Source: an optimization exercise on an open RTL-to-GDS flow (aim: small area, a short achievable clock period and few clock cycles per item). Production flows keep margins and buffers that such runs may drop. Only simulation tests tie the RTL to the original design; equivalence was not proved. Power is estimated from default activity; no workload was simulated.

v1:
==> flow/design.v <==
module systolic_pq_sort3 #(parameter KW=16) (
    input logic [KW-1:0] a, b,
    output logic gt);
  localparam int L = $clog2(KW);
  logic [L:0][KW-1:0] g, ge;
  assign g[0]  = a & ~b;
  assign ge[0] = a | ~b;
  genvar l, j;
  generate
    for (l = 1; l <= L; l = l + 1) begin : G_LVL
      for (j = 0; j < (KW >> l); j = j + 1) begin : G_NODE
        assign g[l][j]  = g[l-1][2*j+1] | (ge[l-1][2*j+1] & g[l-1][2*j]);
        assign ge[l][j] = g[l-1][2*j+1] | (ge[l-1][2*j+1] & ge[l-1][2*j]);
      end
      if ((KW >> l) < KW) begin : G_PAD
        assign g[l][KW-1:(KW >> l)] = '0;
        assign ge[l][KW-1:(KW >> l)] = '0;
      end
    end
  endgenerate
  assign gt = g[L][0];
endmodule
module systolic_pq #(parameter KW=16, VW=16, N=16) (
  input logic clk, rst, ivalid,
  input logic [KW+VW-1:0] idata,
  output logic irdy,
  output logic ovalid,
  output logic [KW+VW-1:0] odata,
  input logic ordy
  );
  localparam int W = KW + VW;
  logic [W-1:0] e [0:N-1];    
  logic [N-1:0] v;            
  logic [N:0]   gt;           
  assign odata  = e[0];
  assign ovalid = v[0];
  assign irdy   = !v[N-1];
  logic ins, ext;
  assign ins = ivalid && irdy;
  assign ext = ordy && ovalid;
  logic ins_only, ext_only, both, idle;
  assign ins_only = ins && !ext;
  assign ext_only = ext && !ins;
  assign both     = ins && ext;
  assign idle     = !ins && !ext;
  genvar i;
  generate
    for (i = 0; i < N; i = i + 1) begin : G_CMP
      logic kgt;
      systolic_pq_sort3 #(.KW(KW)) U_CMP (.a(e[i][W-1:VW]), .b(idata[W-1:VW]), .gt(kgt));
      assign gt[i] = !v[i] || kgt;
    end
  endgenerate
  assign gt[N] = 1'b1;
  generate
    for (i = 0; i < N; i = i + 1) begin : G_ENT
      logic [W-1:0] lo, hi;    
      logic gtl;               
      logic s_hold, s_lo, s_hi, s_new;
      if (i == 0) begin : G_FIRST
        assign lo = idata;
        assign gtl = 1'b0;
      end else begin : G_MID
        assign lo = e[i-1];
        assign gtl = gt[i-1];
      end
      if (i == N-1) begin : G_LAST
        assign hi = e[i];
      end else begin : G_UP
        assign hi = e[i+1];
      end
      logic p_below, p_just, p_at, p_above;
      assign p_below = !gt[i+1];
      assign p_just  = gt[i+1] && !gt[i];
      assign p_at    = gt[i] && !gtl;
      assign p_above = gtl;
      assign s_hi   = ext_only || (both && p_below);
      assign s_new  = (ins_only && p_at) || (both && (p_just || (i == 0 && p_at)));
      assign s_lo   = ins_only && p_above;
      assign s_hold = idle || (ins_only && (p_below || p_just)) ||
                      (both && (p_above || (i != 0 && p_at)));
      always_ff @(posedge clk)
        e[i] <= ({W{s_hold}} & e[i]) | ({W{s_lo}} & lo) |
                ({W{s_hi}} & hi) | ({W{s_new}} & idata);
    end
  endgenerate
  always_ff @(posedge clk) begin
    if (rst)
      v <= '0;
    else if (ins && !ext)
      v <= {v[N-2:0], 1'b1};
    else if (ext && !ins)
      v <= {1'b0, v[N-1:1]};
  end
endmodule
export LEC_CHECK = 0
export CAP_MARGIN = 20
export CORE_MARGIN = 2
export CORE_UTILIZATION = 35
export PLACE_DENSITY = 0.6
export SETUP_SLACK_MARGIN = 1.7
export SLEW_MARGIN = 20
create_clock -name core_clock -period 4.5 [get_ports {clk}]
standard.sh (not shown) runs the stock make flow with config.mk's settings and CLKGATE_MAP_FILE= SYNTH_SCRIPT=/design/flow/synth_recipe.tcl, a recipe that flattens the netlist after the stock synthesis.
==> flow/flow/run.sh <==
#!/bin/bash
# Own flow: the standard layout, with a synthesis whose ABC mapping aims at
# delay (flow/abc_fast.script, delay target MY_ABC_D ps) instead of ORFS's
# area-recovering script. Registers, their names and cells are unchanged.
set -euo pipefail
W=$PWD
export MY_ABC_SCRIPT=$W/flow/abc_fast.script
export MY_ABC_D=${MY_ABC_D:-1000}
cat flow/abc_hook.tcl synth_recipe.tcl > my_synth.tcl
sed "s#SYNTH_SCRIPT=[^ ]*synth_recipe.tcl#SYNTH_SCRIPT=$W/my_synth.tcl#" standard.sh > my_standard.sh
grep -q "SYNTH_SCRIPT=$W/my_synth.tcl" my_standard.sh
bash my_standard.sh synth > synth.log 2>&1
grep -q "flow abc:" orfs/logs/*/systolic_pq/base/1_2_yosys.log
bash standard.sh > layout.log 2>&1
==> flow/flow/abc_fast.script <==
strash
dc2
balance
map {D}
topo
buffer
upsize {D}
dnsize {D}
stime -p
==> flow/flow/abc_hook.tcl <==
# Run Yosys's abc with this flow's ABC script and delay target in place of
# ORFS's; everything else in the synthesis is the standard one.
proc abc {args} {
  set i [lsearch -exact $args -script]
  if {$i >= 0} { lset args [expr {$i + 1}] $::env(MY_ABC_SCRIPT) }
  set j [lsearch -exact $args -D]
  if {$j >= 0} { lset args [expr {$j + 1}] $::env(MY_ABC_D) } else { lappend args -D $::env(MY_ABC_D) }
  puts "flow abc: $args"
  yosys abc {*}$args
}
Testbench counts of v1, summed over its fixed seeds: cycles 32,000, ops 32,000.
For v57, these inputs were changed with respect to v1:
-- flow/config.mk --
<<< v1, line 10
export CORE_UTILIZATION = 35
export PLACE_DENSITY = 0.6
>>> v57, line 10
export CORE_UTILIZATION = 55
export CTS_CLUSTER_DIAMETER = 60
export CTS_CLUSTER_SIZE = 20
export PLACE_DENSITY = 0.75
Results
Taking v1 as the reference, in v57 area growth from synthesis to final layout shows a reduction of 5.9 points, clock transition time at the flip-flop clock pins of the worst setup and hold paths higher, cell area after layout lower. Share of power burned in combinational logic in v57 vs v1: up 0.6 points. Global-route usage (v57 over v1): increase, 8.4 points. Post-layout total power (lower): v57. Summary of v57 over v1: setup slack went down by 0.026 ns; part of the cycle the worst path needs rose by 0.59 points. Of v1 and v57, the run reporting the lower clock group share of total power was v57.
### v57 -> v31
==> flow/run.sh (new file) <==
#!/bin/bash
# synth_recipe.tcl (not shown) runs the flow's synth.tcl, then flattens the netlist and writes it again
# the make line also repeats each setting of config.mk as NAME=value (left out here)
make -C /OpenROAD-flow-scripts/flow DESIGN_CONFIG=/design/flow/config.mk WORK_HOME=/design/flow/orfs CLKGATE_MAP_FILE= SYNTH_SCRIPT=/design/flow/synth_recipe.tcl finish
-- flow/config.mk --
<<< v57, line 10
export CORE_UTILIZATION = 55
export CTS_CLUSTER_DIAMETER = 60
export CTS_CLUSTER_SIZE = 20
export PLACE_DENSITY = 0.75
export SETUP_SLACK_MARGIN = 1.7
>>> v31, line 10
export CORE_UTILIZATION = 50
export PLACE_DENSITY = 0.65
export SETUP_SLACK_MARGIN = 2.4
removed: flow/flow/run.sh
removed: flow/flow/abc_fast.script
removed: flow/flow/abc_hook.tcl
removed: flow/standard.sh
The final reports for v31 and v57 show layout cell share with drive strength beyond 1 higher in the former.
The type of the worst setup path comes out input pin to flip-flop in one run and flip-flop to primary output in the other, namely in v31 and v57 respectively.
Against v57, v31 reports a overall fraction of global-route tracks in use that is higher.
v57 → v31: net switching share of the total power fell 0.61 points; clock power went up by 28%; maximum fanout along the worst path climbed 6; fraction of the cycle the final worst path needs has increased; non-clock buffer count rose by about 120%.
Compare v57 and v31 | largest stage delay on the critical path lower: v57
Looking at beginning of the critical path, the v[15] result is from v57; the idata[28] one comes from v31.
Looking at cell count along the critical path, v31 sits 12 above v57.
Input changes introduced in v16 (baseline for comparison: v31):
==> flow/flow/run.sh (new file) <==
#!/bin/bash
# Own flow: the standard layout, with a synthesis whose ABC mapping aims at
# delay (flow/abc_fast.script, delay target MY_ABC_D ps) instead of ORFS's
# area-recovering script. Registers, their names and cells are unchanged.
set -euo pipefail
W=$PWD
export MY_ABC_SCRIPT=$W/flow/abc_fast.script
export MY_ABC_D=${MY_ABC_D:-1000}
cat flow/abc_hook.tcl synth_recipe.tcl > my_synth.tcl
sed "s#SYNTH_SCRIPT=[^ ]*synth_recipe.tcl#SYNTH_SCRIPT=$W/my_synth.tcl#" standard.sh > my_standard.sh
grep -q "SYNTH_SCRIPT=$W/my_synth.tcl" my_standard.sh
bash my_standard.sh synth > synth.log 2>&1
grep -q "flow abc:" orfs/logs/*/systolic_pq/base/1_2_yosys.log
bash standard.sh > layout.log 2>&1
==> flow/flow/abc_fast.script (new file) <==
strash
dc2
balance
map {D}
topo
buffer
upsize {D}
dnsize {D}
stime -p
==> flow/flow/abc_hook.tcl (new file) <==
# Run Yosys's abc with this flow's ABC script and delay target in place of
# ORFS's; everything else in the synthesis is the standard one.
proc abc {args} {
  set i [lsearch -exact $args -script]
  if {$i >= 0} { lset args [expr {$i + 1}] $::env(MY_ABC_SCRIPT) }
  set j [lsearch -exact $args -D]
  if {$j >= 0} { lset args [expr {$j + 1}] $::env(MY_ABC_D) } else { lappend args -D $::env(MY_ABC_D) }
  puts "flow abc: $args"
  yosys abc {*}$args
}
==> flow/standard.sh (new file) <==
#!/bin/bash
# synth_recipe.tcl (not shown) runs the flow's synth.tcl, then flattens the netlist and writes it again
# the make line also repeats each setting of config.mk as NAME=value (left out here)
make -C /OpenROAD-flow-scripts/flow DESIGN_CONFIG=/design/flow/config.mk WORK_HOME=/design/flow/orfs CLKGATE_MAP_FILE= SYNTH_SCRIPT=/design/flow/synth_recipe.tcl "${@:-finish}"
-- flow/config.mk --
<<< v31, line 10
export CORE_UTILIZATION = 50
export PLACE_DENSITY = 0.65
export SETUP_SLACK_MARGIN = 2.4
>>> v16, line 10
export CORE_UTILIZATION = 45
export CTS_CLUSTER_DIAMETER = 100
export CTS_CLUSTER_SIZE = 30
export PLACE_DENSITY = 0.7
export SETUP_SLACK_MARGIN = 1.7
removed: flow/run.sh
==> run summary <==
Looking at the reports, v16 completed the entire flow and the layout it produced met the timing, DRC and antenna checks. The register-to-register slack in v16 sits 1.17 ns above the value recorded for v31. Comparing count of cell types in the netlist for v31 and v16, the bigger number came from v31. v16 vs v31, count of buffer and inverter cells on the critical path went down by 3.
> inputs changed (v16 -> v54)
-- flow/config.mk --
<<< v16, line 10
export CORE_UTILIZATION = 45
>>> v54, line 10
export CORE_UTILIZATION = 35
<<< v16, line 13
export PLACE_DENSITY = 0.7
export SETUP_SLACK_MARGIN = 1.7
>>> v54, line 13
export PLACE_DENSITY = 0.6
export SETUP_SLACK_MARGIN = 1.45
Results
v16 leaves more setup margin than v54.
Against v16 as the reference, v54 delivers a higher final-layout clock buffer total.
Compared to v16, v54 was floorplanned on a bigger die.
In the metrics for v54 and v16, the one carrying the higher layout overhead on the synthesized area is v16.
Comparing v54 and v16, the higher achievable clock frequency is on v16.
For v16, the end of the critical path was irdy, unlike v54, where it was e[9][10].
[inputs] v45 vs v54
-- flow/config.mk --
<<< v54, line 10
export CORE_UTILIZATION = 35
export CTS_CLUSTER_DIAMETER = 100
export CTS_CLUSTER_SIZE = 30
export PLACE_DENSITY = 0.6
export SETUP_SLACK_MARGIN = 1.45
>>> v45, line 10
export CORE_UTILIZATION = 45
export CTS_CLUSTER_DIAMETER = 60
export CTS_CLUSTER_SIZE = 20
export PLACE_DENSITY = 0.7
export SETUP_SLACK_MARGIN = 1.6
Higher design area among v45 and v54: v45. Every stage of the flow completed for v45, and the final layout passed the timing, DRC and antenna checks. When v45 is measured against v54, its wire length of the first global-routing pass turns out 4.6% lower. Diff v54 -> v45: number of global-route vias before repair lower; number of multi-input combinational cells in the layout roughly the same; count of buffer and inverter cells on the critical path lower; total power higher; routed length on met1 lower. NOTE leakage component of the power v54->v45 increased by a few percent. Re adder-cell share of the synthesized area: no difference whatsoever between v54 and v45. Compared to v54, v45 has share of cell area taken by flip-flops and latches 0.51 points lower. On final period demand of the worst path, the lower figure sits with v45, not v54.

## re-timing with driven ports
The flow's constraints put no driver on any port. The routed layouts listed below were extracted and timed again, unchanged, in two steps.
Step 1 sets driving cells, clkbuf_16 on the clock port and buf_2 on the other inputs (assumed; they add their load-dependent delay and slew).
Step 2 adds t to the input delays and takes it off the output delays; t is the mean of the earliest and latest rising clock arrival at the registers after step 1. Input paths then give back, and output paths get back, about the clock's delay inside the block.
Three values: no drivers, after step 1, after step 2; two values: the first two.
| run | t (ns) | slack for setup (ns) | latest minus earliest clock arrival (ns) | worst slew at a driven data input, ns |
|---|---|---|---|---|
| v1 | 0.732 | 1.737 / 1.669 / 1.098 | 0.044 / 0.043 | 0.04 |
| v57 | 0.667 | 1.711 / 1.656 / 1.070 | 0.026 / 0.025 | 0.10 |
| v31 | 0.728 | 0.586 / 0.524 / -0.205 | 0.014 / 0.015 | 0.21 |
| v16 | 0.661 | 1.730 / 1.669 / 1.152 | 0.032 / 0.031 | 0.10 |
| v54 | 0.679 | 1.511 / 1.538 / 0.859 | 0.028 / 0.028 | 0.08 |
| v45 | 0.673 | 1.664 / 1.701 / 1.033 | 0.033 / 0.032 | 0.11 |
Met with ideal ports but missed after step 2: setup timing in v31. For v31, which loses most, drivers alone change the setup slack by -0.062 ns; drivers and shift together by -0.791 ns.
